This is an optimization exercise on Yosys and OpenROAD, whose aim is small area, not a production implementation. RTL that was checked went through simulation tests only; none was proved equivalent to the original. The RTL of runs 1 and 2 was laid out without a check of its function. Power is estimated from default activity; no workload was simulated.

## config.mk

```make
export PLATFORM = sky130hd
export DESIGN_NAME = top_module_x3
export DESIGN_NICKNAME = top_module_x3
export VERILOG_FILES = /design/flow/design.v
export SDC_FILE = /design/flow/constraint.sdc
export NUM_CORES = 4
export LEC_CHECK = 0
export CAP_MARGIN = 20
export CORE_MARGIN = 2
export CORE_UTILIZATION = 40
export SLEW_MARGIN = 20
```

## constraint.sdc

```tcl
create_clock -name core_clock -period 20.0 [get_ports {clk}]
set_input_delay 4.0000 -clock core_clock [delete_from_list [all_inputs] [get_ports {clk}]]
set_output_delay 4.0000 -clock core_clock [all_outputs]
set_load 0.01 [all_outputs]
```

## design.v

```verilog
module ina_chan (
    input  wire        clk,
    input  wire        rst_n,
    input  wire        samp,     
    input  wire        first,    
    input  wire        c32,      
    input  wire        c5,       
    input  wire        k14,      
    input  wire        sda,
    input  wire        upd,
    output reg  [11:0] bcd,      
    output reg         inr       
);
    reg [11:0] acc;
    reg [1:0]  cs;
    wire [1:0] c0 = first ? 2'b10 : cs;
    wire lim = c0[0] ? c5 : c32;
    wire [1:0] cs_n = (~c0[1] | (sda == lim)) ? c0 :
                      (c0[0] ? {1'b0, sda} : ((k14 & ~sda) ? 2'b11 : {1'b0, ~sda}));
    function [3:0] dbl;    
        input [3:0] d;
        dbl = {d[3] | d[2] & (d[1] | d[0]),
               d[3] & d[0] | d[2] & ~d[1] & ~d[0],
               ~d[3] & ~d[2] & d[1] | d[2] & d[1] & d[0] | d[3] & ~d[0],
               ~d[3] & ~d[2] & d[0] | d[2] & d[1] & ~d[0] | d[3] & ~d[0]};
    endfunction
    wire [11:0] a0 = first ? 12'd0 : acc;
    wire [3:0] dh = dbl(a0[11:8]), dt = dbl(a0[7:4]), du = dbl(a0[3:0]);
    wire [11:0] acc_n = {dh[2:0], dt[3], dt[2:0], du[3], du[2:0], sda};
    always @(posedge clk or negedge rst_n) begin
        if (!rst_n) begin
            acc <= 12'd0; cs <= 2'b00; bcd <= 12'd0; inr <= 1'b0;
        end else begin
            if (samp) begin acc <= acc_n; cs <= cs_n; end
            if (upd) begin bcd <= acc; inr <= ~cs[1] & cs[0]; end
        end
    end
endmodule
module lcd_controller_x3 (
    input clk,
    input reset,
    input [11:0] val1,
    input [11:0] val2,
    input [11:0] val3,
    output rs,
    output rw,
    output enable,
    output [7:0] data
);
    reg [4:0] e;
    reg [4:0] p;
    reg [3:0] dlo;       
    wire setup = (e == 5'd10);
    wire [4:0] pn = (&p) ? 5'd8 : p + 5'd1;
    wire [11:0] vsel = pn[4] ? (pn[3] ? val3 : val2) : val1;
    reg [3:0] lo_n;
    always @(*) begin
        if (pn[4:3] == 2'd0) begin
            case (pn[2:0])
                3'd5: lo_n = 4'hC;
                3'd6: lo_n = 4'h1;
                3'd7: lo_n = 4'h6;
                default: lo_n = 4'h8;
            endcase
        end else begin
            case (pn[2:0])
                3'd0: lo_n = 4'h3;
                3'd1: lo_n = {2'b00, pn[4:3]};
                3'd2: lo_n = 4'hA;
                3'd3: lo_n = vsel[11:8];
                3'd4: lo_n = vsel[7:4];
                3'd5: lo_n = 4'hE;
                3'd6: lo_n = vsel[3:0];
                default: lo_n = 4'h0;
            endcase
        end
    end
    reg [3:0] hi;
    always @(*) begin
        if (p[4:3] == 2'd0) hi = (p == 5'd0 || p[2:0] >= 3'd5) ? 4'h0 : 4'h3;
        else case (p[2:0])
            3'd0: hi = 4'h5;
            3'd5: hi = 4'h2;
            3'd7: hi = (p[4:3] == 2'd1) ? 4'h2 : (p[4:3] == 2'd2) ? 4'hC : 4'h8;
            default: hi = 4'h3;
        endcase
    end
    always @(posedge clk or negedge reset) begin
        if (!reset) begin
            e <= 5'd0; p <= 5'd0; dlo <= 4'd0;
        end else begin
            e <= (e == 5'd30) ? 5'd1 : e + 5'd1;
            if (setup) begin p <= pn; dlo <= lo_n; end
        end
    end
    assign data = {hi, dlo};
    assign rs = (p[4:3] != 2'd0) & ~((p[2:0] == 3'd7) & p[4]);
    assign rw = 1'b0;
    assign enable = e[4] & (e[3] | e[2] & (e[1] | e[0]));    
endmodule
module top_module_x3 (
    input wire clk,
    input wire rst_n,
    output reg buzzer,
    input  wire sda1_i, output wire sda1_o, output wire sda1_oe, output wire scl1,
    input  wire sda2_i, output wire sda2_o, output wire sda2_oe, output wire scl2,
    input  wire sda3_i, output wire sda3_o, output wire sda3_oe, output wire scl3,
    output wire lcd_rs,
    output wire lcd_rw,
    output wire lcd_en,
    output wire [7:0] lcd_d,
    output reg relay1,
    output reg relay2,
    output reg relay3
);
    reg [1:0] q;
    wire tick = q[1] & q[0];
    reg [5:0] ss;
    reg [3:0] bidx;
    reg [3:0] ucnt;      
    wire inbyte = ~(ss[5] & (ss[4] | ss[3] | ss[2]));
    wire [3:0] slot = ss[5:2];
    wire [1:0] sub  = ss[1:0];
    wire b_last  = (bidx == 4'd3) | (bidx == 4'd5) | bidx[3];
    wire b_read  = (bidx == 4'd7) | bidx[3];
    wire b4      = (bidx == 4'd4);
    wire upd     = tick & b4 & (ss == 6'd39);    
    always @(posedge clk or negedge rst_n) begin
        if (!rst_n) begin
            q <= 2'd0;
            ss <= 6'd40; bidx <= 4'd0; ucnt <= 4'd0;
        end else begin
            q <= {q[0] ^ q[1], ~q[0] | q[1]};
            if (tick) begin
                if (ss == 6'd35) begin
                    if (b_last) begin
                        ss <= 6'd37;
                        bidx <= bidx[3] ? 4'd4 : bidx + 4'd1;
                    end else begin
                        bidx <= bidx + 4'd1;
                        ss <= (bidx[2] & bidx[1]) ? 6'd0 : 6'd3;
                    end
                end else ss <= ss + 6'd1;
                if (ss == 6'd39 && b4 && !ucnt[3]) ucnt <= ucnt + 4'd1;
            end
        end
    end
    wire g_scl_lo = (ss == 6'd37) | (ss == 6'd63);
    wire g_o_lo   = g_scl_lo | (ss == 6'd38) | (ss == 6'd62);
    wire scl_c = inbyte ? (sub[1] ^ sub[0]) : ~g_scl_lo;
    wire is_addr = (bidx == 4'd0) | b4 | (bidx == 4'd6);
    wire oe_c  = inbyte ? (slot[3] ? b_read : ~b_read & ~(slot == 4'd0 & ~is_addr))
                        : ~(ss == 6'd40 && bidx == 4'd0);
    wire [2:0] bitn = ~slot[2:0];             
    reg cbit;                                  
    always @(*) begin
        case (bidx)
            4'd1: cbit = (bitn == 3'd0) | (bitn == 3'd2);      
            4'd2: cbit = (bitn == 3'd4);                       
            4'd5: cbit = (bitn == 3'd2);                       
            4'd6: cbit = (bitn == 3'd7) | (bitn == 3'd0);      
            4'd8: cbit = 1'b1;                                 
            4'd0, 4'd4: cbit = (bitn == 3'd7);                 
            default: cbit = 1'b0;                              
        endcase
    end
    wire o1 = inbyte ? cbit : ~g_o_lo;
    wire o2 = inbyte ? (cbit | (is_addr & bitn == 3'd1 & ~slot[3])) : ~g_o_lo;
    wire o3 = inbyte ? (cbit | (is_addr & bitn == 3'd3 & ~slot[3])) : ~g_o_lo;
    assign scl1 = scl_c; assign scl2 = scl_c; assign scl3 = scl_c;
    assign sda1_oe = oe_c; assign sda2_oe = oe_c; assign sda3_oe = oe_c;
    assign sda1_o = o1; assign sda2_o = o2; assign sda3_o = o3;
    wire samp  = tick & inbyte & b_read & ~slot[3] & ~sub[1] & sub[0];
    wire first = (bidx == 4'd7) & (slot[2:0] == 3'd0);
    wire msb = ~bidx[3];
    wire c32 = msb & (bitn == 3'd6 | bitn == 3'd5 | bitn == 3'd4 | bitn == 3'd3 | bitn == 3'd2 | bitn == 3'd0);
    wire c5  = msb ? (bitn == 3'd0) : (bitn == 3'd7 | bitn == 3'd6 | bitn == 3'd5 | bitn == 3'd4 | bitn == 3'd2);
    wire k14 = msb & (bitn == 3'd6);
    wire [11:0] v1, v2, v3;
    wire c1, c2, c3;
    ina_chan U_C1 (.clk(clk), .rst_n(rst_n), .samp(samp), .first(first), .c32(c32), .c5(c5), .k14(k14), .sda(sda1_i), .upd(upd), .bcd(v1), .inr(c1));
    ina_chan U_C2 (.clk(clk), .rst_n(rst_n), .samp(samp), .first(first), .c32(c32), .c5(c5), .k14(k14), .sda(sda2_i), .upd(upd), .bcd(v2), .inr(c2));
    ina_chan U_C3 (.clk(clk), .rst_n(rst_n), .samp(samp), .first(first), .c32(c32), .c5(c5), .k14(k14), .sda(sda3_i), .upd(upd), .bcd(v3), .inr(c3));
    wire u7 = (ucnt == 4'd7);
    wire prot = ucnt[3] | u7 | ((ucnt == 4'd6) & ~(b4 & ss[5] & (ss[4] ^ ss[3])));    
    wire rel_pt = q[1] & ~q[0] & (bidx == 4'd6) & (u7 ? (ss == 6'd62) : (ss == 6'd46));
    reg a1, a2, a3;
    always @(posedge clk or negedge rst_n) begin
        if (!rst_n) begin
            relay1 <= 1'b1; relay2 <= 1'b1; relay3 <= 1'b1;
            buzzer <= 1'b1;
            a1 <= 1'b0; a2 <= 1'b0; a3 <= 1'b0;
        end else begin
            if (prot & (c1 | c2 | c3)) buzzer <= 1'b0;
            if (upd) begin a1 <= prot & c1; a2 <= prot & c2; a3 <= prot & c3; end
            if (rel_pt & a1 & c1) relay1 <= 1'b0;
            if (rel_pt & a2 & c2) relay2 <= 1'b0;
            if (rel_pt & a3 & c3) relay3 <= 1'b0;
        end
    end
    lcd_controller_x3 U_LCD (
        .clk(clk), .reset(rst_n),
        .val1(v1), .val2(v2), .val3(v3),
        .rs(lcd_rs), .rw(lcd_rw), .enable(lcd_en), .data(lcd_d)
    );
endmodule
```

## run.sh

```bash
#!/bin/bash
# synth_recipe.tcl (not shown) runs the flow's synth.tcl, then flattens the netlist and writes it again
# the make line also repeats each setting of config.mk as NAME=value (left out here)
make -C /OpenROAD-flow-scripts/flow DESIGN_CONFIG=/design/flow/config.mk WORK_HOME=/design/flow/orfs CLKGATE_MAP_FILE= SYNTH_SCRIPT=/design/flow/synth_recipe.tcl finish
```

==> flow_metrics.env, run 1 <==
export IMPL_status="no timing/DRC/antenna violations"
export IMPL_final_antenna_net_count=0
export IMPL_drv_cap=0
export IMPL_crit_type="flop to output port"
export IMPL_clock_sinks=118
export IMPL_min_to="relay3"
export IMPL_core_area_sq_um=16000
export IMPL_power_density_nw_per_um2=77.6
export IMPL_cpPeakStageDelay_ps=710
export IMPL_switching_share=0.208
export IMPL_dpl_hpwl_mm=10.7
export IMPL_crit_arrival_ps=3050
export IMPL_cp_max_fo=16
export IMPL_p_seq_frac=0.407
export IMPL_crit_path_cell_trace="inv_1 > ha_1 > a21oi_1 > nor3_1 > a211oi_1 > a21o_1 > clkdlybuf4s50_1"
export IMPL_hold_start="a3"
export IMPL_synth_area_leader_cell="dfrtp_1"
export IMPL_die_w_um=132
export IMPL_viasPerCell=5.61
export IMPL_syn_num_nets=812
export IMPL_clk_pin_slew_ps=60
export IMPL_grt_usage=0.190
export IMPL_r2r_end="U_LCD.dlo[2]"
export IMPL_grt_pass1_vias=5609
export IMPL_grt_ovfl_total=0
export IMPL_whs_ps=422
export IMPL_avgSynthCellArea_sq_um=8.42
export IMPL_pwr_share_clk=0.579
export IMPL_die_y_um=132
export IMPL_period_share=0.353
export IMPL_port_buffers=27
export IMPL_clock_fmax_mhz=142
export IMPL_fin_nets=811
export IMPL_clk_path_buf_depth=2
export IMPL_first_pass_iters=5
export IMPL_p_comb_frac=0.013
export IMPL_end_kind="output port"
export IMPL_insertion_delay_ps=410
export IMPL_drt_drc_violations_left=0
export IMPL_worst_path_buf_inv=2
export IMPL_dpl_instance_area_sq_um=6930
export IMPL_ys_ff_latch=118
export IMPL_yosys_warnings=3
export IMPL_design_die_area_sq_um=17500
export IMPL_gp_congestion=0.904
export IMPL_area_growth_pct=15.3
export IMPL_maxSlewViolCount=0
export IMPL_rrSetupSlack_ps=16620
export IMPL_antenna_found_initial=0
export IMPL_ctsRootBufferMaster="clkbuf_16"
export IMPL_drive_gt1_frac=0.0668
export IMPL_crit_start="ss[4]"
export IMPL_yosysSeqAreaShare=0.450
export IMPL_internal_power_uw=467
export IMPL_num_antenna_cells=0
export IMPL_hp_class="flop to flop"
export IMPL_setup_violations_final=0
export IMPL_peakVddDrop_v=0.0000564
export IMPL_synth_top_area_frac=0.426
export IMPL_via_count=5662
export IMPL_hold_violations=0
export IMPL_rr_worst_depth=8
export IMPL_grt_max_degree=81
export IMPL_reg2reg_from="U_LCD.p[0]"
export IMPL_setup_tns_ps=0
export IMPL_rsz0062_at_grt="false"
export IMPL_path_delay_family="compound AO/OA/AOI/OAI gates"
export IMPL_n_fill_cell=1568
export IMPL_postCtsSetupRepairBufs=0
export IMPL_worst_slew_pin_slew_ps=868
export IMPL_grt_pass1_wl_mm=27.2
export IMPL_synthesis_area_sq_um=6590
export IMPL_fin_crit_ps=7050
export IMPL_drtIter0Drc=363
export IMPL_wire_per_inst_um=16.0
export IMPL_critPathSlowestCell="dfrtp_1"
export IMPL_netlist_instances=782
export IMPL_p_leak_uw=0.00345
export IMPL_slew_headroom=0.421
export IMPL_startpoint_type="flop"
export IMPL_utilization=0.475
export IMPL_cts_resized_gates=0
export IMPL_holdPathStages=1
export IMPL_synth_edff_count=0
export IMPL_finClkSkew_ps=14.4
export IMPL_p_total_uw=589
export IMPL_num_io_pins=29
export IMPL_cts_hold_buf=0
export IMPL_synth_cell_type_count=59
export IMPL_num_rows=46
export IMPL_cts_tree="done"
export IMPL_fin_area_sq_um=7590
export IMPL_start_util=0.412
export IMPL_cts_inserted_buffers=17
export IMPL_ys_async_sr_fraction=1.00
export IMPL_switchingPower_uw=122
export IMPL_wl_mm=16.2
export IMPL_synth_area_leaders="dfrtp_1, nand2_1, o21ai_0"
export IMPL_ys_flop_type="dfrtp_1"
export IMPL_cts_max_level=4
export IMPL_worstPathRequired_ps=16000
## cell type report
class	instances	area, sq um	share of cell area
clock buffer	18	439	0.0578
inverter	37	139	0.0183
multi-input combinational	574	3250	0.428
timing repair buffer	33	317	0.0417
sequential	118	2960	0.390
clock inverter	14	223	0.0293
tap	216	270	0.0356
## cell families (layout without fill, tap and decap cells)
logic type,count (synthesis),after routing,synth area share
muxes,4,4,0.00627
other,1,1,0.000569
buffers and inverters,90,102,0.0581
and+or+nand+nor,316,316,0.212
xor gates and xnor gates,13,13,0.0173
AOI/OAI and AO/OA,215,215,0.209
DFF,118,118,0.450
adders and majority gates,25,25,0.0475
## metrics by stage
stage | cells | setup WS, ps
2_1_floorplan | 782 | 13930
3_3_place_gp | 978 | 13510
3_5_place_dp | 978 | 13410
4_1_cts | 1010 | 12970
5_1_grt | 1010 | 12840
6_report | 1010 | 12950
## per-layer routing
metal  track usage  wire length, um  up-vias
met5             0                0        -
met4        0.0633              195        0
met3        0.0492              752       24
met2         0.305             7560      152
met1         0.251             7680     2754
li1              -                -     2732
## state kept, by name (all words and copies together) (netlist names), 4 cells and up
register and count:
U_C1.acc 12, U_C1.bcd 12, U_C2.acc 12, U_C2.bcd 12, U_C3.acc 12, U_C3.bcd 12, ss 6, U_LCD.e 5
U_LCD.p 5, U_LCD.dlo 4, bidx 4, ucnt 4
## worst max path at each step
stage,to,slack (ps),cells after the start
floorplan,sda2_o,13930,7
CTS,sda2_o,12970,7
detailed placement,sda2_o,13410,7
finish,sda2_o,12950,7
global route,sda2_o,12840,7
global placement,sda3_o,13510,7
## cells in the mapped netlist, drive strengths merged (4+ instances only)
master / count
a31oi: 12
dfstp: 6
a21oi: 44
clkbuf: 35
o22a: 5
o32ai: 8
xor2: 5
inv: 36
a32o: 4
nand2: 170
nand3b: 5
nand3: 20
o21ai: 70
a21o: 7
xnor2: 8
o22ai: 6
nor2b: 11
nor3: 13
a221oi: 10
buf: 18
o31ai: 5
dfrtp: 112
and3: 15
nand2b: 10
a22oi: 8
nor4: 4
nand4: 9
o21bai: 4
a211oi: 5
nor2: 53
ha: 25
## power groups by stage
stage               logic, uW  clock network [uW]  registers (uW)
floorplan                2.40                   0             244
global placement         8.03                   0             244
detailed placement       8.22                   0             244
CTS                      8.22                 347             240
global route             9.23                 357             240
finish                   7.92                 341             240
## cell usage in the layout, fill, tap and decap left out, drive strengths merged, types with 6 or more instances in the layout
master / instances
dfstp: 6
nor2: 53
nand2: 170
dfrtp: 112
nand2b: 10
ha: 25
o32ai: 8
clkinv: 6
a22oi: 8
clkbuf: 18
nor3: 13
inv: 38
clkdlybuf4s50: 26
a31oi: 12
and3: 15
nand4: 9
xnor2: 8
a21o: 7
buf: 7
o22ai: 6
o21ai: 70
nor2b: 11
a21oi: 44
nand3: 20
a221oi: 10
==> run 2: changes to the inputs <==
--- a/config.mk
+++ b/config.mk
@@ -5,7 +5,9 @@
 export SDC_FILE = /design/flow/constraint.sdc
 export NUM_CORES = 4
 export LEC_CHECK = 0
+export ABC_CLOCK_PERIOD_IN_PS = 20000
 export CAP_MARGIN = 20
 export CORE_MARGIN = 2
-export CORE_UTILIZATION = 40
+export CORE_UTILIZATION = 75
+export CTS_BUF_LIST = sky130_fd_sc_hd__clkbuf_4
 export SLEW_MARGIN = 20
==> run 2 against run 1 <==
  * Final area decreased by 6.7%
  * Area after synthesis unchanged
  * Clock-buffer cell count decreased by 1
  * Critical path type unchanged
  * Critical endpoint unchanged
  * Register-to-register slack got worse by 50 ps
  * Clock power decreased by 47%
  * Non-clock buffer count unchanged
  * Highest routed layer unchanged
==> flow_metrics.env, run 2 <==
export IMPL_cts_max_level=4
export IMPL_fin_crit_ps=7150
export IMPL_drive_gt1_frac=0.0668
export IMPL_port_buffers=27
export IMPL_ys_ff_latch=118
export IMPL_grt_usage=0.342
export IMPL_cpPeakStageDelay_ps=730
export IMPL_startpoint_type="flop"
export IMPL_die_y_um=97.7
export IMPL_clock_fmax_mhz=140
export IMPL_cts_tree="done"
export IMPL_ys_flop_type="dfrtp_1"
export IMPL_top_layer_used="met4"
export IMPL_wl_met1_mm=6.25
export IMPL_maxSlewViolCount=0
export IMPL_crit_arrival_ps=3150
export IMPL_drtIter0Drc=539
export IMPL_wl_mm=15.4
export IMPL_drv_cap=0
export IMPL_crit_type="flop to output port"
export IMPL_design_die_area_sq_um=9550
export IMPL_fin_nets=811
export IMPL_grt_pass1_wl_mm=26.4
export IMPL_postCtsSetupRepairBufs=0
export IMPL_layout_common_cells="nand2_1, dfrtp_1, o21ai_0"
export IMPL_fin_ws_ps=12850
export IMPL_routed_wl_met2_mm=7.44
export IMPL_num_io_pins=29
export IMPL_clk_path_buf_depth=2
export IMPL_wire_per_inst_um=17.0
export IMPL_wl_met3_mm=1.31
export IMPL_die_w_um=97.7
export IMPL_critPathSlowestCell="dfstp_2"
export IMPL_setup_violations_final=0
export IMPL_num_rows=34
export IMPL_avgSynthCellArea_sq_um=8.42
export IMPL_peakVddDrop_v=0.0000449
export IMPL_hold_violations=0
export IMPL_yosysSeqAreaShare=0.450
export IMPL_core_area_sq_um=8640
export IMPL_insertion_delay_ps=550
export IMPL_syn_num_nets=812
export IMPL_netlist_top_cells_count="nand2_1, dfrtp_1, o21ai_0"
export IMPL_p_leak_uw=0.00328
export IMPL_ctsRootBufferMaster="clkbuf_4"
export IMPL_period_share=0.358
export IMPL_grt_pass1_vias=5670
export IMPL_area_growth_pct=7.64
export IMPL_gp_congestion=0.952
export IMPL_final_common_cell="nand2_1"
export IMPL_path_delay_family="compound AO/OA/AOI/OAI gates"
export IMPL_grt_ovfl_total=0
export IMPL_rsz0062_at_grt="false"
export IMPL_setup_tns_ps=0
export IMPL_netlist_instances=782
export IMPL_yosys_warnings=3
export IMPL_pre_cts_ws_ps=13440
export IMPL_cts_hold_buf=0
export IMPL_grt_max_degree=68
export IMPL_n_fill_cell=554
export IMPL_hp_class="flop to flop"
export IMPL_first_pass_iters=6
export IMPL_yosysMostFrequentCell="nand2_1"
export IMPL_p_total_uw=427
export IMPL_synth_area_leaders="dfrtp_1, nand2_1, o21ai_0"
export IMPL_worstPathRequired_ps=16000
export IMPL_cts_resized_gates=0
export IMPL_worst_path_buf_inv=2
export IMPL_cts_inserted_buffers=17
export IMPL_final_antenna_net_count=0
export IMPL_viasPerCell=6.54
export IMPL_end_kind="output port"
export IMPL_ys_async_sr_fraction=1.00
export IMPL_dpl_hpwl_mm=10.3
export IMPL_crit_path_cell_trace="inv_1 > ha_1 > a21oi_1 > nor3_1 > a211oi_1 > a21o_1 > clkdlybuf4s50_1"
export IMPL_synth_cell_type_count=59
export IMPL_power_density_nw_per_um2=60.2
export IMPL_worst_slew_pin_slew_ps=815
export IMPL_via_count=5901
export IMPL_cp_max_fo=17
export IMPL_clock_sinks=118
export IMPL_drt_drc_violations_left=0
export IMPL_slew_headroom=0.457
export IMPL_synth_edff_count=0
export IMPL_start_util=0.763
export IMPL_clk_pin_slew_ps=120
export IMPL_antenna_found_initial=0
export IMPL_num_antenna_cells=0
export IMPL_finClkSkew_ps=16.7
export IMPL_synth_top_area_frac=0.426
export IMPL_synth_area_leader_cell="dfrtp_1"
export IMPL_status="no timing/DRC/antenna violations"
export IMPL_synthesis_area_sq_um=6590
## run 2: changes by cell type in the layout (fill, tap and decap cells not counted), sizes merged
cell | previous run | this run
clkinv | 6 | 3
inv | 38 | 44
clkbuf | 18 | 17
bufinv | 5 | 2
clkinvlp | 2 | 3
## run 2: logic make-up (layout without fill, tap and decap cells)
kind of cell               count (synthesis)  in the layout  synth area share
muxes                                      4              4           0.00627
and+or+nand+nor                          316            316             0.212
buffers and inverters                     90            102            0.0581
DFF                                      118            118             0.450
AOI/OAI and AO/OA                        215            215             0.209
adders and majority gates                 25             25            0.0475
other                                      1              1          0.000569
xor gates and xnor gates                  13             13            0.0173
## run 2: cell type report
class | count | area, sq um | area share
inverters | 37 | 139 | 0.0196
clock inverters | 15 | 166 | 0.0235
flip-flops and latches | 118 | 2960 | 0.418
multi-input cells | 574 | 3250 | 0.458
repair buffers | 33 | 313 | 0.0441
well taps | 108 | 135 | 0.0191
clock buffers | 17 | 128 | 0.0180
## run 2: path summary, 6_finish.rpt
check	to	slack [ps]	cells after the start	start
min	relay2	430	1	a2
max in group asynchronous	U_C3.cs[1]	15280	2	rst_n
max	sda2_o	12850	7	ss[3]
max reg2reg	U_LCD.dlo[2]	16570	8	U_LCD.p[0]
min reg2reg	relay2	430	1	a2
min in group asynchronous	U_LCD.e[3]	3460	1	rst_n
## run 2: where the power goes
group	switching [uW]	total, uW	internal, uW
combinational	5.76	7.56	1.80
clock	103	180	77.0
sequential	0.651	240	239
## run 2: metrics by stage
step | utilization | cell area [sq um] | instances | hold slack, ps
floorplan | - | 6590 | 782 | 399
global placement | 0.787 | 6790 | 870 | 408
detailed placement | 0.787 | 6790 | 870 | 419
CTS | 0.821 | 7090 | 902 | 435
global route | 0.821 | 7090 | 902 | 449
finish | 0.821 | 7090 | 902 | 429
## run 2: layer usage
metal  global-route usage  vias up
li1                     -     2730
met1                0.463     2803
met2                0.542      316
met3               0.0777       52
met4                0.136        0
met5                    0        -
==> run 3: changes to the inputs <==
--- a/design.v
+++ b/design.v
@@ -117,31 +117,33 @@
     wire tick = q[1] & q[0];
     reg [5:0] ss;
     reg [3:0] bidx;
-    reg [3:0] ucnt;      
+    reg [2:0] ucnt;      
     wire inbyte = ~(ss[5] & (ss[4] | ss[3] | ss[2]));
     wire [3:0] slot = ss[5:2];
     wire [1:0] sub  = ss[1:0];
     wire b_last  = (bidx == 4'd3) | (bidx == 4'd5) | bidx[3];
     wire b_read  = (bidx == 4'd7) | bidx[3];
     wire b4      = (bidx == 4'd4);
-    wire upd     = tick & b4 & (ss == 6'd39);    
+    wire nxt     = tick & (ss == 6'd39);
+    wire upd     = nxt & bidx[3];    
     always @(posedge clk or negedge rst_n) begin
         if (!rst_n) begin
             q <= 2'd0;
-            ss <= 6'd40; bidx <= 4'd0; ucnt <= 4'd0;
+            ss <= 6'd40; bidx <= 4'd0; ucnt <= 3'd0;
         end else begin
             q <= {q[0] ^ q[1], ~q[0] | q[1]};
             if (tick) begin
                 if (ss == 6'd35) begin
-                    if (b_last) begin
-                        ss <= 6'd37;
-                        bidx <= bidx[3] ? 4'd4 : bidx + 4'd1;
-                    end else begin
+                    if (b_last) ss <= 6'd37;
+                    else begin
                         bidx <= bidx + 4'd1;
                         ss <= (bidx[2] & bidx[1]) ? 6'd0 : 6'd3;
                     end
                 end else ss <= ss + 6'd1;
-                if (ss == 6'd39 && b4 && !ucnt[3]) ucnt <= ucnt + 4'd1;
+                if (ss == 6'd39) begin
+                    bidx <= bidx[3] ? 4'd4 : bidx + 4'd1;
+                    if (bidx[3] && !(&ucnt)) ucnt <= ucnt + 3'd1;
+                end
             end
         end
     end
@@ -181,9 +183,9 @@
     ina_chan U_C1 (.clk(clk), .rst_n(rst_n), .samp(samp), .first(first), .c32(c32), .c5(c5), .k14(k14), .sda(sda1_i), .upd(upd), .bcd(v1), .inr(c1));
     ina_chan U_C2 (.clk(clk), .rst_n(rst_n), .samp(samp), .first(first), .c32(c32), .c5(c5), .k14(k14), .sda(sda2_i), .upd(upd), .bcd(v2), .inr(c2));
     ina_chan U_C3 (.clk(clk), .rst_n(rst_n), .samp(samp), .first(first), .c32(c32), .c5(c5), .k14(k14), .sda(sda3_i), .upd(upd), .bcd(v3), .inr(c3));
-    wire u7 = (ucnt == 4'd7);
-    wire prot = ucnt[3] | u7 | ((ucnt == 4'd6) & ~(b4 & ss[5] & (ss[4] ^ ss[3])));    
-    wire rel_pt = q[1] & ~q[0] & (bidx == 4'd6) & (u7 ? (ss == 6'd62) : (ss == 6'd46));
+    wire u6 = (ucnt == 3'd6);
+    wire prot = (&ucnt) | u6 | ((ucnt == 3'd5) & ~(b4 & ss[5] & (ss[4] ^ ss[3])));    
+    wire rel_pt = q[1] & ~q[0] & (bidx == 4'd6) & (u6 ? (ss == 6'd62) : (ss == 6'd46));
     reg a1, a2, a3;
     always @(posedge clk or negedge rst_n) begin
         if (!rst_n) begin
==> config.mk (replaced) <==
export PLATFORM = sky130hd
export DESIGN_NAME = top_module_x3
export DESIGN_NICKNAME = top_module_x3
export VERILOG_FILES = /design/flow/design.v
export SDC_FILE = /design/flow/constraint.sdc
export NUM_CORES = 4
export LEC_CHECK = 0
export CAP_MARGIN = 20
export CORE_MARGIN = 2
export CORE_UTILIZATION = 60
export CTS_BUF_LIST = sky130_fd_sc_hd__clkbuf_8
export SLEW_MARGIN = 20
==> run 3 against run 2 <==
  * Still clean on timing, DRC and antenna
  * Die area is 25% higher
  * Sequential power barely moved
  * Clock-buffer cell count up 2
  * Maximum frequency grew 3.5%
  * Clock power increased by 14%
  * Via count is 7.4% lower
  * Global-route usage is 6.6 points lower
  * Critical path type unchanged
==> flow_metrics.env, run 3 <==
export IMPL_ys_ff_latch=117
export IMPL_area_growth_pct=9.01
export IMPL_first_pass_iters=5
export IMPL_hold_violations=0
export IMPL_insertion_delay_ps=450
export IMPL_grt_pass1_vias=5223
export IMPL_via_count=5467
export IMPL_rsz0062_at_grt="false"
export IMPL_synth_area_leaders="dfrtp_1, nand2_1, ha_1"
export IMPL_yosys_warnings=3
export IMPL_ys_async_sr_fraction=1.00
export IMPL_crit_arrival_ps=2910
export IMPL_startpoint_type="flop"
export IMPL_synth_cell_type_count=75
export IMPL_crit_path_cell_trace="inv_1 > ha_1 > a21boi_0 > o21ai_0 > a21o_1 > o31ai_1 > clkdlybuf4s50_1"
export IMPL_synthesis_area_sq_um=6650
export IMPL_synth_edff_count=0
export IMPL_holdPathStages=1
export IMPL_ctsRootBufferMaster="clkbuf_8"
export IMPL_core_area_sq_um=10800
export IMPL_design_die_area_sq_um=11900
export IMPL_reg2reg_from="q[0]"
export IMPL_crit_type="flop to output port"
export IMPL_gp_congestion=0.905
export IMPL_critPathSlowestCell="dfstp_2"
export IMPL_synth_area_leader_cell="dfrtp_1"
export IMPL_worstPathRequired_ps=16000
export IMPL_r2r_end="U_C3.acc[3]"
export IMPL_drive_gt1_frac=0.0765
export IMPL_syn_num_nets=758
export IMPL_avgSynthCellArea_sq_um=9.15
export IMPL_maxSlewViolCount=0
export IMPL_start_util=0.613
export IMPL_fin_crit_ps=6910
export IMPL_pre_cts_ws_ps=13590
export IMPL_cp_max_fo=19
export IMPL_drt_drc_violations_left=0
export IMPL_cts_inserted_buffers=17
export IMPL_die_w_um=109
export IMPL_wl_mm=15.3
export IMPL_min_to="relay1"
export IMPL_cts_hold_buf=0
export IMPL_place_inst=853
export IMPL_die_y_um=109
export IMPL_clk_pin_slew_ps=70
export IMPL_cts_tree="done"
export IMPL_cts_max_level=4
export IMPL_layout_common_cells="dfrtp_1, nand2_1, inv_1"
export IMPL_postCtsSetupRepairBufs=0
export IMPL_setup_violations_final=0
export IMPL_cts_resized_gates=0
export IMPL_clock_fmax_mhz=145
export IMPL_clk_path_buf_depth=2
export IMPL_wire_per_inst_um=17.3
export IMPL_worst_slew_pin_slew_ps=987
export IMPL_end_kind="output port"
export IMPL_netlist_top_cells_count="dfrtp_1, nand2_1, inv_1, o21ai_1, a21oi_1"
export IMPL_num_rows=38
export IMPL_rrSetupSlack_ps=16440
export IMPL_yosysMostFrequentCell="dfrtp_1"
export IMPL_slew_headroom=0.340
export IMPL_grt_usage=0.276
export IMPL_netlist_instances=727
export IMPL_ys_flop_type="dfrtp_1"
export IMPL_port_buffers=27
export IMPL_status="no timing/DRC/antenna violations"
export IMPL_num_antenna_cells=0
export IMPL_p_leak_uw=0.00328
export IMPL_num_io_pins=29
export IMPL_rr_worst_depth=5
export IMPL_period_share=0.346
export IMPL_final_cells=885
export IMPL_grt_pass1_wl_mm=25.4
export IMPL_finClkSkew_ps=9.77
export IMPL_fin_nets=763
export IMPL_peakVddDrop_v=0.0000561
export IMPL_drtIter0Drc=542
export IMPL_cpPeakStageDelay_ps=750
export IMPL_fin_ws_ps=13090
export IMPL_hold_start="a1"
export IMPL_yosysSeqAreaShare=0.441
export IMPL_final_common_cell="dfrtp_1"
export IMPL_setup_tns_ps=0
export IMPL_grt_max_degree=77
export IMPL_synth_top_area_frac=0.418
export IMPL_drv_cap=0
export IMPL_dpl_hpwl_mm=10.3
export IMPL_grt_ovfl_total=0
export IMPL_clock_sinks=117
export IMPL_antenna_found_initial=0
export IMPL_hp_class="flop to flop"
export IMPL_viasPerCell=6.18
export IMPL_power_density_nw_per_um2=62.0
export IMPL_final_antenna_net_count=0
-- run 3: cell count changes in the layout (fill, tap and decap cells not counted), moves of 5 or more --
cell,previous run,this run
nand2_1,170,94
o21ai_0,69,21
clkbuf_8,0,19
and3_1,15,10
clkbuf_4,17,0
a31oi_1,12,23
inv_1,36,50
o22ai_1,6,12
inv_6,8,1
a221oi_1,10,1
o21ai_1,1,49
nor3_1,12,7
mux2_1,0,26
nor2_1,53,40
-- run 3: layout make-up --
type,count,area (sq um)
fill,894,3590
multi-input combinational,515,3280
sequential,117,2940
timing repair buffer,31,298
clock buffer,19,262
inverter,50,188
tap,140,175
clock inverter,13,109
-- run 3: worst max path at each step --
stage	from	to	slack [ps]	cells past startpoint
after CTS	ss[3]	sda3_o	13100	7
after global routing	ss[3]	sda2_o	12920	7
after detailed placement	ss[3]	sda3_o	13590	7
final	ss[3]	sda3_o	13090	7
after global placement	ss[3]	sda3_o	13640	7
after floorplan	ss[3]	sda2_o	14220	8
-- run 3: critical path: cells and delay by family (launching register included) --
family / cells / cell delay, ps
AO/OA/AOI/OAI: 4 / 690
adder cells (fa/ha/maj): 1 / 270
buffers and inverters: 2 / 760
flip-flops: 1 / 750
-- run 3: cells by family after synthesis --
| group | Yosys count | synth area share |
|---|---|---|
| compound gates | 225 | 0.215 |
| xor+xnor | 11 | 0.0145 |
| fa+ha+maj | 26 | 0.0489 |
| simple gates | 217 | 0.157 |
| mux | 35 | 0.0580 |
| buf+inv | 95 | 0.0649 |
| flops | 117 | 0.441 |
| other cells | 1 | 0.000564 |
-- run 3: where the power goes --
group	switching [uW]	internal [uW]
Clock	102	104
Combinational	5.93	1.35
Sequential	0.122	237
Total	108	342
-- run 3: metal layers --
metal  wire (um)  track usage  up-vias
li1            -            -     2610
met1        7280        0.384     2701
met2        7160        0.422      134
met3         706       0.0705       22
met4         192       0.0940        0
met5           0            0        -
-- run 3: stage by stage --
| stage | total power (uW) | hold WS, ps | cell area, sq um | util |
|---|---|---|---|---|
| 2_1_floorplan | 243 | 399 | 6650 | - |
| 3_3_place_gp | 249 | 414 | 6880 | 0.634 |
| 3_5_place_dp | 249 | 422 | 6880 | 0.634 |
| 4_1_cts | 452 | 427 | 7250 | 0.669 |
| 5_1_grt | 464 | 460 | 7250 | 0.669 |
| 6_report | 449 | 423 | 7250 | 0.669 |
==> run 4: changes to the inputs <==
==> flow/run.sh (new file) <==
#!/bin/bash
# Own layout flow: the standard ORFS flow (standard.sh) with two changes
# to how the layout is made:
#  - the I/O port buffers are sky130_fd_sc_hd__buf_1 (the standard flow's
#    buffer_ports picks a larger cell; the ports see only 0.01 pF)
#  - clock tree synthesis uses clkbuf_8 and adds no dummy loads
# Everything else (synthesis, floorplan, placement, routing) is standard.sh.
set -e
cat >> config.mk <<'EOM'
export BUFFER_PORTS_ARGS = -buffer_cell sky130_fd_sc_hd__buf_1
export CTS_ARGS = -sink_clustering_enable -repair_clock_nets -dont_use_dummy_load -buf_list sky130_fd_sc_hd__clkbuf_8
EOM
bash standard.sh > standard.log 2>&1
==> standard.sh (new file) <==
#!/bin/bash
# synth_recipe.tcl (not shown) runs the flow's synth.tcl, then flattens the netlist and writes it again
# the make line also repeats each setting of config.mk as NAME=value (left out here)
make -C /OpenROAD-flow-scripts/flow DESIGN_CONFIG=/design/flow/config.mk WORK_HOME=/design/flow/orfs CLKGATE_MAP_FILE= SYNTH_SCRIPT=/design/flow/synth_recipe.tcl "${@:-finish}"
--- a/config.mk
+++ b/config.mk
@@ -8,5 +8,6 @@
 export CAP_MARGIN = 20
 export CORE_MARGIN = 2
 export CORE_UTILIZATION = 60
-export CTS_BUF_LIST = sky130_fd_sc_hd__clkbuf_8
 export SLEW_MARGIN = 20
+export BUFFER_PORTS_ARGS = -buffer_cell sky130_fd_sc_hd__buf_1
+export CTS_ARGS = -sink_clustering_enable -repair_clock_nets -dont_use_dummy_load -buf_list sky130_fd_sc_hd__clkbuf_8
removed: run.sh
==> run 4 against run 3 <==
  * Setup slack improved by 410 ps
  * First-iteration DRC count fell by 4.1%
  * Area after synthesis did not move
  * Clock power fell by 24%
  * Synthesized cell count did not move
  * Sequential power barely moved
  * Power fell by 11%
  * Largest cell class unchanged
==> flow_metrics.env, run 4 <==
export IMPL_multi_input_area_sq_um=3280
export IMPL_die_w_um=109
export IMPL_muxShareOfSynthArea=0.0580
export IMPL_drive_gt1_frac=0.0589
export IMPL_clock_fmax_mhz=154
export IMPL_seqCellArea_sq_um=2940
export IMPL_power_density_nw_per_um2=57.4
export IMPL_die_y_um=109
export IMPL_p_seq_frac=0.594
export IMPL_ctsRootBufferMaster="clkbuf_8"
export IMPL_syn_num_nets=758
export IMPL_end_kind="output port"
export IMPL_grt_ovfl_total=0
export IMPL_area_growth_pct=4.52
export IMPL_internal_power_uw=312
export IMPL_postCtsSetupRepairBufs=0
export IMPL_synth_top_family_by_area="compound AO/OA/AOI/OAI gates"
export IMPL_design_die_area_sq_um=11900
export IMPL_synth_compound_area_frac=0.215
export IMPL_cts_tree="done"
export IMPL_final_common_cell="dfrtp_1"
export IMPL_grt_pass1_vias=4966
export IMPL_period_share=0.325
export IMPL_fin_nets=763
export IMPL_via_count=5405
export IMPL_netlist_top_cells_count="dfrtp_1, nand2_1, inv_1, o21ai_1, a21oi_1"
export IMPL_insertion_delay_ps=420
export IMPL_num_io_pins=29
export IMPL_avgSynthCellArea_sq_um=9.15
export IMPL_synth_area_leader_cell="dfrtp_1"
export IMPL_yosysSeqAreaShare=0.441
export IMPL_synthSimpleGateAreaFrac=0.157
export IMPL_crit_arrival_ps=2510
export IMPL_ys_ff_latch=117
export IMPL_pre_cts_ws_ps=13920
export IMPL_synthAdderAreaFrac=0.0489
export IMPL_clk_path_buf_depth=2
export IMPL_crit_start="ss[3]"
export IMPL_fin_crit_ps=6510
export IMPL_peakVddDrop_v=0.0000460
export IMPL_grt_pass1_wl_mm=24.8
export IMPL_worstPathRequired_ps=16000
export IMPL_synth_cell_type_count=75
export IMPL_first_pass_iters=6
export IMPL_crit_path_cell_trace="inv_1 > ha_1 > a21boi_0 > o21ai_0 > a21o_1 > o31ai_1 > buf_1"
export IMPL_hold_start="a2"
export IMPL_yosys_warnings=3
export IMPL_status="no timing/DRC/antenna violations"
export IMPL_num_rows=38
export IMPL_switching_share=0.217
export IMPL_cp_max_fo=19
export IMPL_cts_max_level=4
export IMPL_wl_mm=15.1
export IMPL_path_delay_family="flip-flops"
export IMPL_worst_path_buf_inv=2
export IMPL_reg2reg_from="q[0]"
export IMPL_setup_violations_final=0
export IMPL_cts_inserted_buffers=17
export IMPL_synth_xor_area_frac=0.0145
export IMPL_ys_flop_type="dfrtp_1"
export IMPL_crit_type="flop to output port"
export IMPL_ys_async_sr_fraction=1.00
export IMPL_startpoint_type="flop"
export IMPL_grt_max_degree=65
export IMPL_gp_congestion=0.869
export IMPL_hp_class="flop to flop"
export IMPL_n_fill_cell=925
export IMPL_drt_drc_violations_left=0
export IMPL_dpl_hpwl_mm=10.2
export IMPL_drtIter0Drc=520
export IMPL_p_leak_uw=0.00316
export IMPL_core_area_sq_um=10800
export IMPL_start_util=0.613
export IMPL_netlist_instances=727
export IMPL_viasPerCell=6.21
export IMPL_num_antenna_cells=0
export IMPL_p_comb_frac=0.017
export IMPL_cts_resized_gates=0
export IMPL_clock_sinks=117
export IMPL_grt_usage=0.271
export IMPL_p_total_uw=399
export IMPL_finClkSkew_ps=20.5
export IMPL_setup_tns_ps=0
export IMPL_port_buffers=27
export IMPL_pwr_share_clk=0.388
export IMPL_drv_cap=0
export IMPL_critPathSlowestCell="dfstp_2"
export IMPL_synth_edff_count=0
export IMPL_synth_top_area_frac=0.418
export IMPL_slew_headroom=0.279
export IMPL_cpPeakStageDelay_ps=750
export IMPL_maxSlewViolCount=0
export IMPL_cts_hold_buf=0
export IMPL_antenna_found_initial=0
export IMPL_yosysMostFrequentCell="dfrtp_1"
export IMPL_clk_pin_slew_ps=60
export IMPL_worst_slew_pin_slew_ps=1080
export IMPL_synth_area_leaders="dfrtp_1, nand2_1, ha_1"
export IMPL_switchingPower_uw=86.4
export IMPL_rsz0062_at_grt="false"
export IMPL_wire_per_inst_um=17.3
export IMPL_fin_ws_ps=13490
export IMPL_hold_violations=0
export IMPL_final_antenna_net_count=0
export IMPL_layout_common_cells="dfrtp_1, nand2_1, inv_1, o21ai_1, a21oi_1"
export IMPL_synthesis_area_sq_um=6650
==> run 4: final cells by class <==
class                      count  area share
tap                          140      0.0252
timing repair buffer          31      0.0194
clock buffer                  17      0.0337
sequential                   117       0.422
inverter                      50      0.0270
multi-input combinational    515       0.472
==> run 4: stage by stage <==
stage / std cells / util / hold slack, ps / cell area, sq um
floorplan: 727 / - / 399 / 6650
global placement: 853 / 0.619 / 413 / 6720
detailed placement: 853 / 0.619 / 413 / 6720
CTS: 870 / 0.641 / 412 / 6950
global route: 870 / 0.641 / 430 / 6950
finish: 870 / 0.641 / 411 / 6950
==> run 4: final timing paths <==
check                      slack (ps)  cells past startpoint           to
setup / recovery                13490                      7       sda2_o
hold / removal                    410                      1       relay2
setup reg to reg                16330                      5  U_C2.acc[7]
hold reg to reg                   410                      1       relay2
max in group asynchronous       15010                      2  U_C2.acc[4]
min in group asynchronous        3670                      1   U_LCD.e[3]
==> run 4: logic make-up after synthesis <==
family          after synthesis
buf+inv                      95
compound gates              225
simple gates                217
mux                          35
other cells                   1
flops                       117
xor+xnor                     11
fa+ha+maj                    26
==> run 4: power by group through the flow <==
stage | clock network (uW) | registers [uW] | logic (uW)
floorplan | 0 | 241 | 1.35
global placement | 0 | 241 | 7.07
detailed placement | 0 | 241 | 7.17
CTS | 159 | 237 | 7.20
global route | 171 | 237 | 8.16
finish | 155 | 237 | 6.84
==> run 4: layer usage <==
layer  track usage  wire length, um  vias to the layer above
met2         0.409             6820                      174
met1         0.388             7150                     2617
met3        0.0604              945                       16
met5             0                0                        -
met4        0.0904              159                        0
li1              -                -                     2598
==> run 5: changes to the inputs <==
--- a/design.v
+++ b/design.v
@@ -1,19 +1,13 @@
-module ina_chan (
-    input  wire        clk,
-    input  wire        rst_n,
-    input  wire        samp,     
+module ina_step (
+    input  wire [13:0] r,
     input  wire        first,    
     input  wire        c32,      
     input  wire        c5,       
     input  wire        k14,      
     input  wire        sda,
-    input  wire        upd,
-    output reg  [11:0] bcd,      
-    output reg         inr       
+    output wire [13:0] rn
 );
-    reg [11:0] acc;
-    reg [1:0]  cs;
-    wire [1:0] c0 = first ? 2'b10 : cs;
+    wire [1:0] c0 = first ? 2'b10 : r[1:0];
     wire lim = c0[0] ? c5 : c32;
     wire [1:0] cs_n = (~c0[1] | (sda == lim)) ? c0 :
                       (c0[0] ? {1'b0, sda} : ((k14 & ~sda) ? 2'b11 : {1'b0, ~sda}));
@@ -24,17 +18,9 @@
                ~d[3] & ~d[2] & d[1] | d[2] & d[1] & d[0] | d[3] & ~d[0],
                ~d[3] & ~d[2] & d[0] | d[2] & d[1] & ~d[0] | d[3] & ~d[0]};
     endfunction
-    wire [11:0] a0 = first ? 12'd0 : acc;
+    wire [11:0] a0 = first ? 12'd0 : r[13:2];
     wire [3:0] dh = dbl(a0[11:8]), dt = dbl(a0[7:4]), du = dbl(a0[3:0]);
-    wire [11:0] acc_n = {dh[2:0], dt[3], dt[2:0], du[3], du[2:0], sda};
-    always @(posedge clk or negedge rst_n) begin
-        if (!rst_n) begin
-            acc <= 12'd0; cs <= 2'b00; bcd <= 12'd0; inr <= 1'b0;
-        end else begin
-            if (samp) begin acc <= acc_n; cs <= cs_n; end
-            if (upd) begin bcd <= acc; inr <= ~cs[1] & cs[0]; end
-        end
-    end
+    assign rn = {dh[2:0], dt[3], dt[2:0], du[3], du[2:0], sda, cs_n};
 endmodule
 module lcd_controller_x3 (
     input clk,
@@ -51,27 +37,29 @@
     reg [4:0] p;
     reg [3:0] dlo;       
     wire setup = (e == 5'd10);
-    wire [4:0] pn = (&p) ? 5'd8 : p + 5'd1;
-    wire [11:0] vsel = pn[4] ? (pn[3] ? val3 : val2) : val1;
+    wire [1:0] ch = p[4:3];
+    wire [2:0] o  = p[2:0];
+    wire [11:0] vsel = ch[1] ? (ch[0] ? val3 : val2) : val1;
     reg [3:0] lo_n;
     always @(*) begin
-        if (pn[4:3] == 2'd0) begin
-            case (pn[2:0])
-                3'd5: lo_n = 4'hC;
-                3'd6: lo_n = 4'h1;
-                3'd7: lo_n = 4'h6;
-                default: lo_n = 4'h8;
+        if (ch == 2'd0) begin
+            case (o)
+                3'd4: lo_n = 4'hC;       
+                3'd5: lo_n = 4'h1;       
+                3'd6: lo_n = 4'h6;       
+                3'd7: lo_n = 4'h3;       
+                default: lo_n = 4'h8;    
             endcase
         end else begin
-            case (pn[2:0])
-                3'd0: lo_n = 4'h3;
-                3'd1: lo_n = {2'b00, pn[4:3]};
-                3'd2: lo_n = 4'hA;
-                3'd3: lo_n = vsel[11:8];
-                3'd4: lo_n = vsel[7:4];
-                3'd5: lo_n = 4'hE;
-                3'd6: lo_n = vsel[3:0];
-                default: lo_n = 4'h0;
+            case (o)
+                3'd0: lo_n = {2'b00, ch};        
+                3'd1: lo_n = 4'hA;               
+                3'd2: lo_n = vsel[11:8];         
+                3'd3: lo_n = vsel[7:4];          
+                3'd4: lo_n = 4'hE;               
+                3'd5: lo_n = vsel[3:0];          
+                3'd6: lo_n = 4'h0;               
+                default: lo_n = 4'h3;            
             endcase
         end
     end
@@ -90,7 +78,7 @@
             e <= 5'd0; p <= 5'd0; dlo <= 4'd0;
         end else begin
             e <= (e == 5'd30) ? 5'd1 : e + 5'd1;
-            if (setup) begin p <= pn; dlo <= lo_n; end
+            if (setup) begin p <= (&p) ? 5'd8 : p + 5'd1; dlo <= lo_n; end
         end
     end
     assign data = {hi, dlo};
@@ -172,17 +160,37 @@
     assign scl1 = scl_c; assign scl2 = scl_c; assign scl3 = scl_c;
     assign sda1_oe = oe_c; assign sda2_oe = oe_c; assign sda3_oe = oe_c;
     assign sda1_o = o1; assign sda2_o = o2; assign sda3_o = o3;
-    wire samp  = tick & inbyte & b_read & ~slot[3] & ~sub[1] & sub[0];
+    wire rd_slot = inbyte & b_read & ~slot[3];
+    wire proc  = rd_slot & (tick ? (~sub[1] & sub[0]) : ((q[1] ^ q[0]) & sub[1] & ~sub[0]));
     wire first = (bidx == 4'd7) & (slot[2:0] == 3'd0);
     wire msb = ~bidx[3];
     wire c32 = msb & (bitn == 3'd6 | bitn == 3'd5 | bitn == 3'd4 | bitn == 3'd3 | bitn == 3'd2 | bitn == 3'd0);
     wire c5  = msb ? (bitn == 3'd0) : (bitn == 3'd7 | bitn == 3'd6 | bitn == 3'd5 | bitn == 3'd4 | bitn == 3'd2);
     wire k14 = msb & (bitn == 3'd6);
-    wire [11:0] v1, v2, v3;
-    wire c1, c2, c3;
-    ina_chan U_C1 (.clk(clk), .rst_n(rst_n), .samp(samp), .first(first), .c32(c32), .c5(c5), .k14(k14), .sda(sda1_i), .upd(upd), .bcd(v1), .inr(c1));
-    ina_chan U_C2 (.clk(clk), .rst_n(rst_n), .samp(samp), .first(first), .c32(c32), .c5(c5), .k14(k14), .sda(sda2_i), .upd(upd), .bcd(v2), .inr(c2));
-    ina_chan U_C3 (.clk(clk), .rst_n(rst_n), .samp(samp), .first(first), .c32(c32), .c5(c5), .k14(k14), .sda(sda3_i), .upd(upd), .bcd(v3), .inr(c3));
+    reg d3, d2a, d2b;        
+    always @(posedge clk or negedge rst_n)
+        if (!rst_n) begin d3 <= 1'b0; d2a <= 1'b0; d2b <= 1'b0; end
+        else begin d3 <= sda3_i; d2a <= sda2_i; d2b <= d2a; end
+    wire sbit = tick ? sda1_i : (q[1] ? d2b : d3);
+    reg [13:0] ra, rb, rc;   
+    wire [13:0] rstep;
+    ina_step U_STEP (.r(ra), .first(first), .c32(c32), .c5(c5), .k14(k14), .sda(sbit), .rn(rstep));
+    always @(posedge clk or negedge rst_n)
+        if (!rst_n) begin ra <= 14'd0; rb <= 14'd0; rc <= 14'd0; end
+        else begin ra <= rc; rb <= proc ? rstep : ra; rc <= rb; end
+    wire dload = (ss == 6'd39) & bidx[3] & (q != 2'd0);
+    reg [11:0] da, db, dc;
+    always @(posedge clk or negedge rst_n)
+        if (!rst_n) begin da <= 12'd0; db <= 12'd0; dc <= 12'd0; end
+        else begin da <= dc; db <= dload ? ra[13:2] : da; dc <= db; end
+    wire [11:0] v1 = db, v2 = dc, v3 = da;
+    reg c1, c2, c3;
+    always @(posedge clk or negedge rst_n)
+        if (!rst_n) begin
+            c1 <= 1'b0; c2 <= 1'b0; c3 <= 1'b0;
+        end else if (upd) begin
+            c1 <= ~ra[1] & ra[0]; c2 <= ~rb[1] & rb[0]; c3 <= ~rc[1] & rc[0];
+        end
     wire u6 = (ucnt == 3'd6);
     wire prot = (&ucnt) | u6 | ((ucnt == 3'd5) & ~(b4 & ss[5] & (ss[4] ^ ss[3])));    
     wire rel_pt = q[1] & ~q[0] & (bidx == 4'd6) & (u6 ? (ss == 6'd62) : (ss == 6'd46));
==> run 5 against run 4 <==
  * Utilization is 0.85 points higher
  * Synthesized cell count fell by 29%
  * Register-to-register slack better by 1000 ps
  * Via count down 27%
  * Die area decreased by 15%
  * Power is 0.49% higher
  * Clock power about the same
  * Clock skew rose by 4.2 ps
  * Sequential cell count up 3
  * Sequential power grew 3%
  * Sequential share of layout area increased by 8.2 points
  * First-iteration DRC count down 59%
  * Largest power group unchanged
  * Highest routed layer unchanged
==> flow_metrics.env, run 5 <==
export IMPL_hold_start="rc[6]"
export IMPL_end_kind="output port"
export IMPL_setup_tns_ps=0
export IMPL_hold_violations=0
export IMPL_clock_fmax_mhz=155
export IMPL_ys_async_sr_fraction=1.00
export IMPL_clock_sinks=120
export IMPL_start_util=0.613
export IMPL_grt_ovfl_total=0
export IMPL_seqCellArea_sq_um=3010
export IMPL_core_area_sq_um=9200
export IMPL_yosysMostFrequentCell="dfrtp_1"
export IMPL_final_antenna_net_count=0
export IMPL_crit_start="ss[3]"
export IMPL_status="no timing/DRC/antenna violations"
export IMPL_crit_type="flop to output port"
export IMPL_period_share=0.322
export IMPL_wl_mm=11.3
export IMPL_netlist_instances=515
export IMPL_cp_max_fo=14
export IMPL_yosysSeqAreaShare=0.534
export IMPL_switching_share=0.206
export IMPL_rr_worst_depth=4
export IMPL_port_buffers=27
export IMPL_drive_gt1_frac=0.0904
export IMPL_num_rows=35
export IMPL_grt_pass1_wl_mm=19.4
export IMPL_synth_edff_count=0
export IMPL_ys_ff_latch=120
export IMPL_cts_resized_gates=0
export IMPL_startpoint_type="flop"
export IMPL_drt_drc_violations_left=0
export IMPL_dpl_hpwl_mm=7.83
export IMPL_cts_inserted_buffers=17
export IMPL_num_io_pins=29
export IMPL_syn_num_nets=549
export IMPL_grt_pass1_vias=3903
export IMPL_design_die_area_sq_um=10200
export IMPL_fin_area_sq_um=5970
export IMPL_holdPathStages=0
export IMPL_cts_hold_buf=0
export IMPL_slew_headroom=0.436
export IMPL_ctsRootBufferMaster="clkbuf_8"
export IMPL_wire_per_inst_um=17.6
export IMPL_cts_max_level=4
export IMPL_p_seq_frac=0.607
export IMPL_die_w_um=101
export IMPL_final_common_cell="dfrtp_1"
export IMPL_drtIter0Drc=212
export IMPL_worstPathRequired_ps=16000
export IMPL_grt_usage=0.247
export IMPL_ys_flop_type="dfrtp_1"
export IMPL_postCtsSetupRepairBufs=0
export IMPL_p_leak_uw=0.00272
export IMPL_synth_area_leaders="dfrtp_1, ha_1, dfstp_2"
export IMPL_avgSynthCellArea_sq_um=10.9
export IMPL_p_total_uw=401
export IMPL_area_growth_pct=6.02
export IMPL_dpl_instance_area_sq_um=5740
export IMPL_fin_crit_ps=6440
export IMPL_synth_top_area_frac=0.506
export IMPL_drv_cap=0
export IMPL_synth_cell_type_count=66
export IMPL_internal_power_uw=318
export IMPL_fin_nets=567
export IMPL_n_fill_cell=747
export IMPL_pwr_share_clk=0.380
export IMPL_clk_path_buf_depth=2
export IMPL_netlist_top_cells_count="dfrtp_1, nand2_1, inv_1"
export IMPL_worst_slew_pin_slew_ps=841
export IMPL_viasPerCell=6.15
export IMPL_peakVddDrop_v=0.0000420
export IMPL_synthesis_area_sq_um=5630
export IMPL_reg2reg_from="ss[5]"
export IMPL_insertion_delay_ps=410
export IMPL_cts_tree="done"
export IMPL_setup_violations_final=0
export IMPL_crit_arrival_ps=2440
export IMPL_synth_area_leader_cell="dfrtp_1"
export IMPL_p_comb_frac=0.013
export IMPL_die_y_um=101
export IMPL_antenna_found_initial=0
export IMPL_multi_input_area_sq_um=2350
export IMPL_maxSlewViolCount=0
export IMPL_hp_class="flop to flop"
export IMPL_gp_congestion=0.859
export IMPL_first_pass_iters=4
export IMPL_grt_max_degree=63
export IMPL_top_regs="ra (14), rb (14), rc (14)"
export IMPL_via_count=3948
export IMPL_yosys_warnings=3
export IMPL_rsz0062_at_grt="false"
export IMPL_power_density_nw_per_um2=67.1
export IMPL_num_antenna_cells=0
export IMPL_layout_common_cells="dfrtp_1, nand2_1, inv_1"
export IMPL_switchingPower_uw=82.5
export IMPL_finClkSkew_ps=24.7
export IMPL_clk_pin_slew_ps=60
[run 5: cell type report]
| class | instances | area share |
|---|---|---|
| clock buffers | 17 | 0.0392 |
| inverters | 31 | 0.0195 |
| multi-input cells | 334 | 0.394 |
| flip-flops and latches | 120 | 0.504 |
| well taps | 111 | 0.0233 |
| repair buffers | 29 | 0.0201 |
[run 5: metrics by stage]
| step | util | hold slack (ps) | instances | worst slack [ps] |
|---|---|---|---|---|
| finish | 0.650 | 338 | 642 | 13560 |
| floorplan | - | 331 | 515 | 14040 |
| global placement | 0.624 | 331 | 625 | 14030 |
| global route | 0.650 | 351 | 642 | 13300 |
| detailed placement | 0.624 | 335 | 625 | 14000 |
| CTS | 0.650 | 338 | 642 | 13550 |
[run 5: per-layer routing]
layer	track usage	part of all wire	vias up
li1	-	-	1889
met1	0.340	0.47	1960
met2	0.396	0.48	85
met3	0.0499	0.029	14
met4	0.0842	0.011	0
met5	0	0	-
[run 5: final timing paths]
path / to / slack (ps)
max in group asynchronous: q[0] / 15040
hold / removal: ra[6] / 340
setup reg to reg: db[8] / 17360
setup / recovery: sda3_oe / 13560
min in group asynchronous: ra[8] / 3700
hold reg to reg: ra[6] / 340
[run 5: power groups by stage]
stage | clock (uW) | combinational (uW) | sequential (uW)
final | 152 | 5.23 | 243
after detailed placement | 0 | 5.55 | 248
after global placement | 0 | 5.44 | 248
after global routing | 168 | 6.45 | 243
after floorplan | 0 | 0.454 | 248
after CTS | 156 | 5.59 | 243
[run 5: worst max-delay path, stage by stage, from the launching register on]
cell	delay [ps]
dfstp_2	680
inv_1	130
ha_1	220
a21boi_1	430
nor3_1	120
a41oi_1	270
buf_1	190
[run 5: cell families (layout without fill, tap and decap cells)]
kind of cell / Yosys count / after routing / share of synthesized area
compound gates: 141 / 141 / 0.175
simple gates: 135 / 135 / 0.125
fa+ha+maj: 29 / 29 / 0.0644
xor+xnor: 5 / 5 / 0.00777
other cells: 1 / 1 / 0.000666
buf+inv: 61 / 77 / 0.0480
mux: 23 / 23 / 0.0440
flops: 120 / 120 / 0.534
==> run 6: changes to the inputs <==
==> flow/run.sh (replaced) <==
#!/bin/bash
# Own layout flow: the standard ORFS flow (standard.sh) with two changes
# to how the layout is made:
#  - the I/O port buffers are sky130_fd_sc_hd__buf_1 (the standard flow's
#    buffer_ports picks a larger cell; the ports see only 0.01 pF)
#  - clock tree synthesis uses clkbuf_4 and adds no dummy loads
# Everything else (synthesis, floorplan, placement, routing) is standard.sh.
set -e
cat >> config.mk <<'EOM'
export BUFFER_PORTS_ARGS = -buffer_cell sky130_fd_sc_hd__buf_1
export CTS_ARGS = -sink_clustering_enable -repair_clock_nets -dont_use_dummy_load -buf_list sky130_fd_sc_hd__clkbuf_4
EOM
bash standard.sh > standard.log 2>&1
--- a/config.mk
+++ b/config.mk
@@ -10,4 +10,4 @@
 export CORE_UTILIZATION = 60
 export SLEW_MARGIN = 20
 export BUFFER_PORTS_ARGS = -buffer_cell sky130_fd_sc_hd__buf_1
-export CTS_ARGS = -sink_clustering_enable -repair_clock_nets -dont_use_dummy_load -buf_list sky130_fd_sc_hd__clkbuf_8
+export CTS_ARGS = -sink_clustering_enable -repair_clock_nets -dont_use_dummy_load -buf_list sky130_fd_sc_hd__clkbuf_4
==> run 6 against run 5 <==
  * Clock-buffer cell count did not move
  * Die area did not move
  * Critical path depth did not move
  * Via count shrank 0.58%
  * Combinational power barely moved
  * Setup slack got worse by 90 ps
  * Power down 10%
  * Synthesized cell count did not move
  * Cell count did not move
  * Maximum frequency down 1.4%
  * Utilization down 1.2 points
  * Sequential share of layout area rose by 0.91 points
==> flow_metrics.env, run 6 <==
export IMPL_first_pass_iters=4
export IMPL_synthesis_area_sq_um=5630
export IMPL_end_kind="output port"
export IMPL_yosysSeqAreaShare=0.534
export IMPL_wl_mm=11.2
export IMPL_start_util=0.613
export IMPL_ctsRootBufferMaster="clkbuf_4"
export IMPL_grt_usage=0.248
export IMPL_top_regs="ra (14), rb (14), rc (14)"
export IMPL_cts_max_level=4
export IMPL_ys_flop_type="dfrtp_1"
export IMPL_num_io_pins=29
export IMPL_worst_path_buf_inv=2
export IMPL_crit_type="flop to output port"
export IMPL_synth_area_leader_cell="dfrtp_1"
export IMPL_dpl_hpwl_mm=7.83
export IMPL_crit_path_cell_trace="inv_1 > ha_1 > a21boi_1 > nand2_1 > o221ai_1 > buf_1"
export IMPL_setup_tns_ps=0
export IMPL_cts_resized_gates=0
export IMPL_netlist_instances=515
export IMPL_power_density_nw_per_um2=61.4
export IMPL_worst_slew_pin_slew_ps=838
export IMPL_yosys_warnings=3
export IMPL_p_leak_uw=0.00267
export IMPL_netlist_top_cells_count="dfrtp_1, nand2_1, inv_1"
export IMPL_hp_class="flop to flop"
export IMPL_area_growth_pct=4.13
export IMPL_synth_top_family_by_area="compound AO/OA/AOI/OAI gates"
export IMPL_synth_edff_count=0
export IMPL_design_die_area_sq_um=10200
export IMPL_hold_violations=0
export IMPL_p_total_uw=360
export IMPL_worstPathRequired_ps=16000
export IMPL_cts_tree="done"
export IMPL_utilization=0.638
export IMPL_num_antenna_cells=0
export IMPL_cts_hold_buf=0
export IMPL_port_buffers=27
export IMPL_num_rows=35
export IMPL_drt_drc_violations_left=0
export IMPL_muxShareOfSynthArea=0.0440
export IMPL_viasPerCell=6.11
export IMPL_status="no timing/DRC/antenna violations"
export IMPL_drv_cap=0
export IMPL_min_to="ra[6]"
export IMPL_drtIter0Drc=233
export IMPL_synth_top_area_frac=0.506
export IMPL_reg2reg_from="ss[5]"
export IMPL_final_common_cell="dfrtp_1"
export IMPL_synth_xor_area_frac=0.00777
export IMPL_synthSimpleGateAreaFrac=0.125
export IMPL_rrSetupSlack_ps=17390
export IMPL_syn_num_nets=549
export IMPL_cts_inserted_buffers=17
export IMPL_clk_path_buf_depth=2
export IMPL_finClkSkew_ps=42.6
export IMPL_synth_area_leaders="dfrtp_1, ha_1, dfstp_2"
export IMPL_clk_pin_slew_ps=100
export IMPL_clock_sinks=120
export IMPL_ys_ff_latch=120
export IMPL_r2r_end="db[8]"
export IMPL_postCtsSetupRepairBufs=0
export IMPL_wire_per_inst_um=17.5
export IMPL_antenna_found_initial=0
export IMPL_final_antenna_net_count=0
export IMPL_grt_pass1_wl_mm=19.3
export IMPL_cp_max_fo=14
export IMPL_synthAdderAreaFrac=0.0644
export IMPL_critPathSlowestCell="dfstp_2"
export IMPL_rsz0062_at_grt="false"
export IMPL_fin_crit_ps=6530
export IMPL_startpoint_type="flop"
export IMPL_period_share=0.326
export IMPL_avgSynthCellArea_sq_um=10.9
export IMPL_grt_pass1_vias=3886
export IMPL_layout_common_cells="dfrtp_1, nand2_1, inv_1"
export IMPL_synth_compound_area_frac=0.175
export IMPL_cpPeakStageDelay_ps=690
export IMPL_fin_nets=567
export IMPL_clock_fmax_mhz=153
export IMPL_yosysMostFrequentCell="dfrtp_1"
export IMPL_crit_arrival_ps=2530
export IMPL_die_y_um=101
export IMPL_via_count=3925
export IMPL_rr_worst_depth=4
export IMPL_maxSlewViolCount=0
export IMPL_n_fill_cell=757
export IMPL_insertion_delay_ps=510
export IMPL_grt_max_degree=63
export IMPL_peakVddDrop_v=0.0000391
export IMPL_grt_ovfl_total=0
export IMPL_drive_gt1_frac=0.0904
export IMPL_hold_start="rc[6]"
export IMPL_core_area_sq_um=9200
export IMPL_die_w_um=101
export IMPL_path_delay_family="flip-flops"
export IMPL_setup_violations_final=0
export IMPL_gp_congestion=0.859
export IMPL_holdPathStages=0
export IMPL_synth_cell_type_count=66
export IMPL_slew_headroom=0.438
export IMPL_ys_async_sr_fraction=1.00
run 6: cell types whose count changed in the layout (fill, tap and decap cells not counted):
| cell | before | now |
|---|---|---|
| clkbuf_8 | 17 | 0 |
| clkbuf_4 | 1 | 18 |
run 6: worst register-to-register path, cell delays in order, from the launching register on:
cell and delay [ps]:
dfstp_2 650, nor3b_2 500, nand2_1 300, nor2_2 620, mux2_2 430
run 6: cell type report:
type                    instances  area (sq um)  share of cell area
multi-input cells             334          2350               0.401
well taps                     111           139              0.0237
flip-flops and latches        120          3010               0.513
clock buffers                  17           128              0.0218
inverters                      31           116              0.0198
repair buffers                 29           120              0.0205
run 6: how the worst max path moves through the flow:
stage,start,cells after the start,slack [ps],endpoint
finish,ss[3],6,13470,sda3_o
detailed placement,ss[3],6,14000,sda3_oe
floorplan,ss[3],7,14040,sda2_oe
global placement,ss[3],6,14030,sda2_oe
CTS,ss[3],6,13450,sda3_oe
global route,ss[4],6,13170,sda3_o
run 6: cell families after synthesis:
kind of cell               Yosys count
AOI/OAI and AO/OA                  141
and+or+nand+nor                    135
DFF                                120
buffers and inverters               61
adders and majority gates           29
muxes                               23
xor gates and xnor gates             5
other                                1
run 6: through the flow:
stage	setup slack, ps	instance area (sq um)	std cells	hold slack, ps
final	13470	5870	642	333
after detailed placement	14000	5740	625	335
after global placement	14030	5740	625	331
after global routing	13170	5870	642	347
after floorplan	14040	5630	515	331
after CTS	13450	5870	642	336
run 6: power by group:
part / switching [uW] / total, uW / internal [uW]
Sequential: 0.0724 / 243 / 243
Clock: 73.2 / 112 / 38.8
Combinational: 4.75 / 5.24 / 0.483
Total: 78.0 / 360 / 282
run 6: per-layer routing:
| layer | up-vias | wire length [um] | track usage |
|---|---|---|---|
| li1 | 1891 | - | - |
| met1 | 1937 | 5240 | 0.336 |
| met2 | 84 | 5400 | 0.394 |
| met3 | 13 | 427 | 0.0666 |
| met4 | 0 | 138 | 0.0748 |
| met5 | - | 0 | 0 |

port drivers added, routing unchanged:
No port has a modelled driver above. Below, the same layouts with a new extraction and two added sets of constraints.
Step 1: set_driving_cell puts a clkbuf_16 on clk and a buf_2 on each other input, an assumption about the parent block.
Step 2 adds t to the input delays and takes it off the output delays; t is the mean of the earliest and latest rising clock arrival at the registers after step 1. Input paths then give back, and output paths get back, about the clock's delay inside the block.
Three values: ideal ports, drivers, drivers and shift; two values: the first two.
| run | t (ns) | setup slack, ns | hold WS [ns] | worst slew at a driven data input, ns |
|---|---|---|---|---|
| run 1 | 0.450 | 12.947 / 12.902 / 13.352 | 0.422 / 0.422 / 0.422 | 0.03 |
| run 2 | 0.575 | 12.847 / 12.811 / 13.385 | 0.429 / 0.429 / 0.429 | 0.03 |
| run 3 | 0.483 | 13.087 / 13.049 / 13.532 | 0.423 / 0.423 / 0.423 | 0.03 |
| run 4 | 0.455 | 13.495 / 13.457 / 13.911 | 0.411 / 0.411 / 0.411 | 0.03 |
| run 5 | 0.434 | 13.561 / 13.528 / 13.962 | 0.338 / 0.338 / 0.338 | 0.03 |
| run 6 | 0.518 | 13.471 / 13.439 / 13.957 | 0.333 / 0.333 / 0.333 | 0.03 |
After both steps every run listed still meets setup and hold.
